Background: an optimization exercise with open tools, aiming at small area, a short achievable clock period and few clock cycles per item. Do not read the settings as production practice.
No run shown here included a check of the RTL's function; only the layout flow was run.
Power figures rest on the tool's default switching activity, not on a simulated workload.

==> flow/design.v, too long to show whole: its modules and the start of the top module <==
// module fpm: 1319 lines
// module fpm_fa: 4 lines
module fpm(
  input clk,
  input rst,
  input [31:0] number_in,
  input number_a_valid,
  output number_a_ready,
  input number_b_valid,
  output number_b_ready,
  output [31:0] number_out,
  output result_valid
);
  // ...
==> flow/flow/run.sh <==
#!/bin/bash
set -euo pipefail
bash standard.sh SETUP_SLACK_MARGIN=5.5 BUFFER_PORTS_ARGS=-buffer_cell\ sky130_fd_sc_hd__buf_1 CTS_ARGS=-sink_clustering_enable\ -repair_clock_nets\ -dont_use_dummy_load\ -buf_list\ sky130_fd_sc_hd__clkbuf_16\ -sink_clustering_size\ 30\ -sink_clustering_max_diameter\ 70 finish > standard.log 2>&1
==> flow/standard.sh <==
#!/bin/bash
# synth_recipe.tcl (not shown) runs the flow's synth.tcl, then flattens the netlist and writes it again
# the make line also repeats each setting of config.mk as NAME=value (left out here)
make -C /OpenROAD-flow-scripts/flow DESIGN_CONFIG=/design/flow/config.mk WORK_HOME=/design/flow/orfs CLKGATE_MAP_FILE= SYNTH_SCRIPT=/design/flow/synth_recipe.tcl "${@:-finish}"
==> flow/config.mk <==
export PLATFORM = sky130hd
export DESIGN_NAME = fpm
export DESIGN_NICKNAME = fpm
export VERILOG_FILES = /design/flow/design.v
export SDC_FILE = /design/flow/constraint.sdc
export NUM_CORES = 4
export LEC_CHECK = 0
export CAP_MARGIN = 20
export CORE_MARGIN = 2
export CORE_UTILIZATION = 40
export SETUP_SLACK_MARGIN = 5
export SLEW_MARGIN = 20
export SYNTH_HIERARCHICAL = 1
==> flow/constraint.sdc <==
create_clock -name core_clock -period 9.0 [get_ports {clk}]
set_input_delay 1.8000 -clock core_clock [delete_from_list [all_inputs] [get_ports {clk}]]
set_output_delay 1.8000 -clock core_clock [all_outputs]
set_load 0.01 [all_outputs]
==> out/metrics.csv, run 1 <==
stage,metric,value,unit
synthesis,synth_cells,1822,
routing,vias_per_cell,5.498,
clock_network,cts_htree_levels,1,
routing,route.layer.met1.wl,22520,um
synthesis,synthTopCellsByArea,"fa_1, dfxtp_1, edfxtp_1, nand2_1, ha_1",
critical_path,r2r-start,vx,
routing,met3_length,4270,um
job,drv_cap,0,
floorplan,io_pins,71,
clock_network,cts_max_path_buffers,3,
synthesis,seq_area_frac_synth,30.82,%
floorplan,die-area,0.04984,mm2
timing,fmax,288.8,MHz
placement,globalplace.congestion,0.8562,
grt,grt_max_degree,54,
floorplan,core_area,0.04755,mm2
routing,firstDrtPassIters,5,
status,status,finished clean,
power,power.group.top,combinational cells,
clock_network,cts_resized,11,
placement,dp_cells,2462,
synthesis,synth_xor_xnor_area_share,3.195,%
critical_path,cp-end-kind,register,
routing,vias,14030,
routing,wl,52980,um
synthesis,synth_mux_area_share,4.288,%
synthesis,synth_top_area_cell,fa_1,
routing,ant_nets,0,
critical_path,cp.required,9.42,ns
routing,wl_met2,23880,um
==> inputs of run 2 (changes only) <==
==> flow/flow/run.sh (replaced) <==
#!/bin/bash
set -euo pipefail
bash standard.sh SETUP_SLACK_MARGIN=5.5 BUFFER_PORTS_ARGS=-buffer_cell\ sky130_fd_sc_hd__buf_1 CTS_ARGS=-sink_clustering_enable\ -repair_clock_nets\ -dont_use_dummy_load\ -buf_list\ sky130_fd_sc_hd__clkbuf_16\ -sink_clustering_size\ 35\ -sink_clustering_max_diameter\ 80 finish > standard.log 2>&1
==> out/metrics.csv, run 2 <==
stage,metric,value,unit,change
cells_and_area,largest-register,tsn,,
min_path,hold_path.class,reg -> reg,,
synthesis,synth_cells,1822,,unchanged
critical_path,cp-end-kind,register,,
synthesis,synth_cell_types,87,,
critical_path,rrSetupSlack,5.56,ns,
floorplan,die-area,0.04984,mm2,unchanged
routing,firstDrtPassIters,6,,+1
synthesis,synth_top_area_cell,fa_1,,
power,power_density,420.4,mW/mm2,
timing,rsz0062_at_grt,true,,
routing,wl_met2,23720,um,-0.69%
clock_network,numCtsBuffers,20,,
timing,finalHoldViolCount,0,,
floorplan,die_w,223.2,um,
routing,wl,52430,um,-1.0%
routing,route.layer.met1.wl,22430,um,-0.42%
cells_and_area,largest_reg_flops,37,,
power,power_leakage,8.181,nW,
timing,fin_worst_skew,0.05652,ns,
synthesis,synthFlopType,dfxtp_1,,
timing,finalMaxSlewViolations,0,,
grt,grt_pass1_vias,14860,,
clock_network,ctsHoldBuffers,0,,
routing,drc,0,,
cells_and_area,final_cell_mix,"nand2_1, fa_1, dfxtp_1, nor2_1, a21oi_1",,
floorplan,io_pins,71,,unchanged
cells_and_area,n_antenna_cell,0,,
timing,tightestPinTransition,0.8601,ns,
synthesis,synth_edf_count,80,,
grt,grt_max_degree,54,,unchanged
timing,fmax,290.9,MHz,+0.74%
routing,first_iter_violations,951,,
min_path,hold_path_end,out[31],,
synthesis,synth_area,0.01923,mm2,
critical_path,r2r-end,tcn[26],,
placement,globalplace.congestion,0.8562,,unchanged
clock_network,cts_max_path_buffers,3,,unchanged
floorplan,initial_utilization,40.44,%,
timing,setup_tns,0,ns,
synthesis,ys_ff_latch,256,,
synthesis,yosys_warnings,7,,
clock_network,cts_htree_levels,1,,unchanged
routing,wl_per_cell,20.66,um,
placement,dp_hpwl,36720,um,
critical_path,arrival,3.85,ns,
critical_path,start_kind,register,,
clock_network,cts.clk_slew.worst_paths,0.08,ns,
routing,met3_length,4146,um,-2.9%
min_path,hold_depth,0,,
placement,io_buffers,70,,
critical_path,r2r-start,vx,,
grt,overflow,0,,
critical_path,crit_type,reg -> reg,,
cells_and_area,reg.largest.list,"tsn (37), tcn (36)",,
synthesis,seq_area_frac_synth,30.82,%,unchanged
critical_path,ff2ff_path_depth,7,,
timing,setup_viol,0,,
timing,period_needed,3.437,ns,
synthesis,synthTopCellsByArea,"fa_1, dfxtp_1, edfxtp_1, nand2_1, ha_1",,
routing,vias_per_cell,5.498,,about the same
cells_and_area,final_util,45.18,%,
clock_network,clock_latency,0.55,ns,
synthesis,ys_top_cells_by_count,"nand2_1, fa_1, dfxtp_1, a21oi_1, nor2_1",,
cells_and_area,areaGrowthSynthToFinish,11.73,%,
grt,grt_use_total,21.40,%,
grt,grt_pass1_wl,83080,um,
status,status,finished clean,,
critical_path,cp.required,9.41,ns,about the same
clock_network,cts_root_buffer,clkbuf_16,,
cells_and_area,drive_gt1_share,11.39,%,
grt,antenna_found_initial,0,,
timing,fin_crit_sh,38.19,%,
synthesis,yosys.cell_count.top_type,nand2_1,,
routing,ant_nets,0,,unchanged
job,drv_cap,0,,unchanged
cells_and_area,layout_commonest_cell,nand2_1,,
floorplan,row_count,80,,
cells_and_area,nets,2321,,
min_path,hp-start,s2_s,,
synthesis,netlist.area_leader.share,29.26,%,
synthesis,async_flop_share,0,%,
routing,top_layer_used,met4,,
floorplan,core_area,0.04755,mm2,unchanged
floorplan,die_h,223.2,um,
power,total_power,9.030,mW,
synthesis,avgSynthCellArea,10.55,um2,
critical_path,critPathMaxFanout,23,,
clock_network,cts_tree,yes,,
routing,vias,13950,,-0.55%
power,vdd_drop_max,208.2,uV,
timing,slew_headroom,42.66,%,
clock_network,clock-sinks,256,,
run 2: cells by family after synthesis:
| family | after synthesis | share of synthesized area [%] |
|---|---|---|
| and+or+nand+nor | 642 | 15.62 |
| buffers and inverters | 176 | 3.800 |
| other | 1 | 0.01950 |
| AOI/OAI and AO/OA | 243 | 7.802 |
| DFF | 256 | 30.82 |
| adders and majority gates | 361 | 34.45 |
| muxes | 75 | 4.288 |
| xor gates and xnor gates | 68 | 3.195 |
run 2: cell type report:
type                            instances  area, um2
Clock buffer                           20      500.5
Fill cell                            4439      26060
Inverter                               88      337.8
Multi-Input combinational cell       1411      12750
Sequential cell                       256       5938
Tap cell                              615      769.5
Timing Repair Buffer                  148       1186
run 2: layer usage:
metal | global-route usage [%] | vias to the layer above
met5 | 0 | -
met4 | 7.447 | 0
met3 | 4.438 | 120
met2 | 34.69 | 542
met1 | 28.56 | 7017
li1 | - | 6274
run 2: metrics by stage:
stage | cells | setup WS [ns] | cell area [um2] | hold WS (ns)
2_1_floorplan | 1843 | 5.521 | 19320 | 0.3233
3_3_place_gp | 2462 | 5.112 | 20110 | 0.3616
3_5_place_dp | 2462 | 5.043 | 20110 | 0.3593
4_1_cts | 2534 | 5.502 | 21290 | 0.3733
5_1_grt | 2538 | 5.468 | 21480 | 0.3778
6_report | 2538 | 5.563 | 21480 | 0.3690
run 2: worst max-delay path by stage:
stage                start      end  cells past startpoint
floorplan               vx  tcn[10]                      9
global placement        vx  tcn[10]                      7
detailed placement      vx  tcn[13]                      7
CTS                  mm[4]  tcn[28]                      7
global route        tsn[1]  sig[21]                     13
finish                  vx  tcn[26]                      7
run 2: power by group:
| group | internal (mW) | total (mW) | switching [mW] |
|---|---|---|---|
| clock network | 0.393 | 0.805 | 0.412 |
| registers | 1.70 | 2.05 | 0.347 |
| logic | 2.80 | 6.18 | 3.38 |
run 2: worst max-delay path: stages, from the launching register on:
cell and delay, ns:
dfxtp_4 0.39, buf_16 0.17, or2_2 0.38, fa_2 0.57, fa_1 0.44, fa_1 0.40, fa_1 0.54, fa_1 0.41
run 2: repair_timing:
action	CTS	global route
gates cloned	0	1
gates resized for setup	10	40
setup endpoints to repair	56	66
pin swaps	0	1
setup buffers	52	3
run 2: Yosys stat by module (local to each module, per instance):
| module | flip-flops and latches | cells inside | area [um2] |
|---|---|---|---|
| fpm | 256 | 1558 | 13940 |
| fpm_fa | 0 | 1 | 20.02 |

-- re-timing with driven ports --
How much do the figures lean on ideal ports? The routed layouts below were timed once more, with nothing changed but the port constraints.
Step 1: set_driving_cell puts a clkbuf_16 on clk and a buf_2 on each other input, an assumption about the parent block.
Step 2 times the ports against the registers' clock, not the clock port: input delays grow and output delays shrink by t, the midpoint of the rising clock arrivals with the driver on.
Slacks: ideal ports / drivers / drivers and shift; pairs: ideal ports / drivers.
run | shift t [ns] | setup slack, ns | worst setup path at the end | worst data-port slew with drivers (ns)
run 1 | 0.584 | 5.537 / 5.537 / 5.537 | register to register | 0.03
run 2 | 0.577 | 5.563 / 5.563 / 5.563 | register to register | 0.03
After both steps setup and hold are still met in every run listed.
